What follows belongs to an exercise in optimizing a design on an open flow for small area, a short achievable clock period and few clock cycles; a production flow would make more cautious choices.
At most, simulation tests tie the RTL to the original design; equivalence was not proved.

## old
==> flow/design.v (excerpt) <==
module mycpu_top(
       input [5:0] ext_int,   
       input aclk,
       input aresetn,    
       output  [3:0] arid,
       output  [31:0] araddr,
       output  [ 7:0] arlen,       
       output  [ 2:0] arsize,
       output  [ 1:0] arburst,     
       output  [ 1:0] arlock,      
       output  [ 3:0] arcache,     
       output  [ 2:0] arprot,      
       output         arvalid,     
       input          arready,     
       input   [ 3:0] rid,         
       input   [31:0] rdata,
       input   [ 1:0] rresp,       
       input          rlast,       
       input          rvalid,      
       output         rready,      
       output  [ 3:0] awid,        
       output  [31:0] awaddr,
       output  [ 7:0] awlen,       
       output  [ 2:0] awsize,
       output  [ 1:0] awburst,     
       output  [ 1:0] awlock,      
       output  [ 3:0] awcache,     
       output  [ 2:0] awprot,      
       output         awvalid,     
       input          awready,     
       output  [ 3:0] wid,         
       output  [31:0] wdata,
       output  [ 3:0] wstrb,
       output         wlast,       
       output         wvalid,      
       input          wready,      
       input   [ 3:0] bid,         
       input   [ 1:0] bresp,       
       input          bvalid,      
       output         bready,      
       output [31:0] debug_wb_pc,
       output [3:0] debug_wb_rf_wen,
       output [4:0] debug_wb_rf_wnum,
       output [31:0] debug_wb_rf_wdata
);
Size: roughly 13000 cells after synthesis, about 290 I/O pins, about 150000 µm² of cells after synthesis.
==> flow/config.mk <==
export PLATFORM = sky130hd
export DESIGN_NAME = mycpu_top
export DESIGN_NICKNAME = mycpu_top
export VERILOG_FILES = /design/flow/design.v
export SDC_FILE = /design/flow/constraint.sdc
export NUM_CORES = 4
export LEC_CHECK = 0
export CAP_MARGIN = 40
export CORE_MARGIN = 2
export CORE_UTILIZATION = 40
export SLEW_MARGIN = 30
==> flow/constraint.sdc <==
create_clock -name core_clock -period 15.0 [get_ports {aclk}]
set_input_delay 3.0000 -clock core_clock [delete_from_list [all_inputs] [get_ports {aclk}]]
set_output_delay 3.0000 -clock core_clock [all_outputs]
set_load 0.01 [all_outputs]
standard.sh (not shown) runs the stock make flow with config.mk's settings and CLKGATE_MAP_FILE= SYNTH_SCRIPT=/design/flow/synth_recipe.tcl, a recipe that flattens the netlist after the stock synthesis.
==> flow/flow/run.sh <==
#!/bin/bash
# The standard layout (the standard.sh: standard synthesis, floorplan, place, CTS, route),
# with ORFS's timing repair aiming for more setup slack than config.mk may ask for. The clock,
# its period and the constraints are the standard flow's, unchanged.
set -euo pipefail
bash standard.sh SETUP_SLACK_MARGIN=9 finish > standard.log 2>&1
Testbench counts of old, summed over its fixed seeds: cycles 213,787.
> inputs changed (old -> new)
diff --git a/flow/design.v b/flow/design.v
--- a/flow/design.v
+++ b/flow/design.v
@@ -1321,13 +1321,13 @@
 	wire c_sll = (ALUop == 4'b0011);
 	wire c_sra = (ALUop == 4'b0100);
 	wire c_srl = (ALUop == 4'b0101);
 	wire c_xor = (ALUop == 4'b1000);
 	wire        sub = ~c_add;
 	wire [32:0] sum;
-	ks_add #(.W(32), .L(5)) adder(.a(A), .b(sub ? ~B : B), .cin(sub), .sum(sum[31:0]), .cout(sum[32]));
+	ks_add #(.W(32)) adder(.a(A), .b(sub ? ~B : B), .cin(sub), .sum(sum[31:0]), .cout(sum[32]));
 	wire        less = (A[31] ^ B[31]) ? A[31] : sum[31];
 	wire [31:0] shift_l = B << A[4:0];
 	wire [31:0] shift_r_logical = B >> A[4:0];
 	wire [31:0] shift_r = shift_r_logical | ((B[31]) ? ~(32'hffffffff >> A[4:0]) : 32'd0);
 	assign Result = ({32{c_and}} & (A & B)) |
 	                ({32{c_or}}  & (A | B)) |
@@ -1339,19 +1339,20 @@
 	                ({32{c_xor}} & (A ^ B));
 	assign CarryOut = (c_add & sum[32]) | (c_sub & ~sum[32]);
 	wire ovf = (A[31] == (B[31] ^ sub)) & (sum[31] != A[31]);
 	assign Overflow = (c_add | c_sub) & ovf;
 	assign Zero = (Result == 0);
 endmodule
-module ks_add #(parameter W = 32, parameter L = 5) (   
+module ks_add #(parameter W = 32) (
 	input  [W-1:0] a,
 	input  [W-1:0] b,
 	input          cin,
 	output [W-1:0] sum,
 	output         cout
 );
+	localparam L = $clog2(W);
 	wire [W-1:0] g [0:L];
 	wire [W-1:0] p [0:L];
 	assign g[0] = (a & b) | {{(W-1){1'b0}}, (a[0] ^ b[0]) & cin};
 	assign p[0] = a ^ b;
 	genvar l, k;
 	generate
@@ -1441,13 +1442,13 @@
     wire [99:0] d0 = csa(c0[49:0], c0[99:50], c1[49:0]);
     wire [99:0] d1 = csa(c1[99:50], c2[49:0], c2[99:50]);
     wire [99:0] e0 = csa(d0[49:0], d0[99:50], d1[49:0]);
     wire [99:0] f0 = csa(e0[49:0], e0[99:50], d1[99:50]);
     wire [49:0] m;
     wire        m_co;
-    ks_add #(.W(50), .L(6)) fin(.a(f0[49:0]), .b(f0[99:50]), .cin(1'b0), .sum(m), .cout(m_co));
+    ks_add #(.W(50)) fin(.a(f0[49:0]), .b(f0[99:50]), .cin(1'b0), .sum(m), .cout(m_co));
     always @(posedge mul_clk) begin
         if (first)
             p1 <= m;
         if (second)
             r <= {m[47:0], p1[15:0]};
     end
@@ -1487,20 +1488,20 @@
     wire [63:0] first_next;
     wire [32:0] neg_divider = {1'b1, y_minus ? y : ~y};
     wire [32:0] first_sum;
     wire        first_co, sum_co;
     assign dividend_pos = x_minus ? ~x+1'b1 : x;
     wire   dividend_pos31 = x_minus ? (x[30:0] == 31'd0) : x[31];
-    ks_add #(.W(33), .L(6)) first_add(.a({32'd0, dividend_pos31}), .b(neg_divider), .cin(~y_minus),
+    ks_add #(.W(33)) first_add(.a({32'd0, dividend_pos31}), .b(neg_divider), .cin(~y_minus),
                                .sum(first_sum), .cout(first_co));
     assign first_next = (first_sum[32])? {31'd0, dividend_pos, 1'b0}:
                                          {first_sum[31:0], dividend_pos[30:0], 1'b1};
     wire [32:0] sum;
     wire [63:0] dividend_next;
     reg [63:0] dividend;
-    ks_add #(.W(33), .L(6)) step_add(.a(dividend[63:31]), .b(neg_divider), .cin(~y_minus),
+    ks_add #(.W(33)) step_add(.a(dividend[63:31]), .b(neg_divider), .cin(~y_minus),
                               .sum(sum), .cout(sum_co));
     assign dividend_next = (sum[32])? {dividend[62:0], 1'b0}:
                                       {sum[31:0], dividend[30:0], 1'b1};
     always @(posedge div_clk)
     begin
         if(count == 6'd0)
==> summary.txt <==
Diff new..old | share of the synthesized netlist area taken by xor and xnor gates | unchanged
As far as wire length on met1 goes, new and old are indistinguishable; the numbers are identical.
Number of max-cap violations: new vs old identical
On mux cell area share after synthesis, old and new are neck and neck.
Diff new..old | cell area | unchanged
The number of synthesized register bits was comparable across old and new.
As far as global routing usage summed across all routing layers is concerned, old and new perform about the same.
Reported for old and new, non-clock buffer count turned out identical to the last digit.
Re buffering stage count on the worst path with inverters included: no difference whatsoever between old and new.
The RTL of new was laid out without a check of its function.

[re-timing with driven ports]
In the flow no input, the clock included, has a driving cell. The finished layouts below were timed again as built, in two steps.
Step 1 assumes that a clkbuf_16 drives the clock port and a buf_2 every other input.
Step 2 times the ports against the registers' clock, not the clock port: input delays grow and output delays shrink by t, the midpoint of the rising clock arrivals with the driver on.
Slacks: no drivers / after step 1 / after step 2; pairs: no drivers / after step 1.
| run | t (ns) | setup WS [ns] | worst setup path after step 2 | latest minus earliest clock arrival (ns) | worst data-port slew with drivers (ns) |
|---|---|---|---|---|---|
| old | 1.014 | 7.604 / 7.604 / 7.604 | register to register | 0.098 / 0.099 | 0.09 |
| new | 1.014 | 7.604 / 7.604 / 7.604 | register to register | 0.098 / 0.099 | 0.09 |
After both steps setup and hold are still met in every run listed.
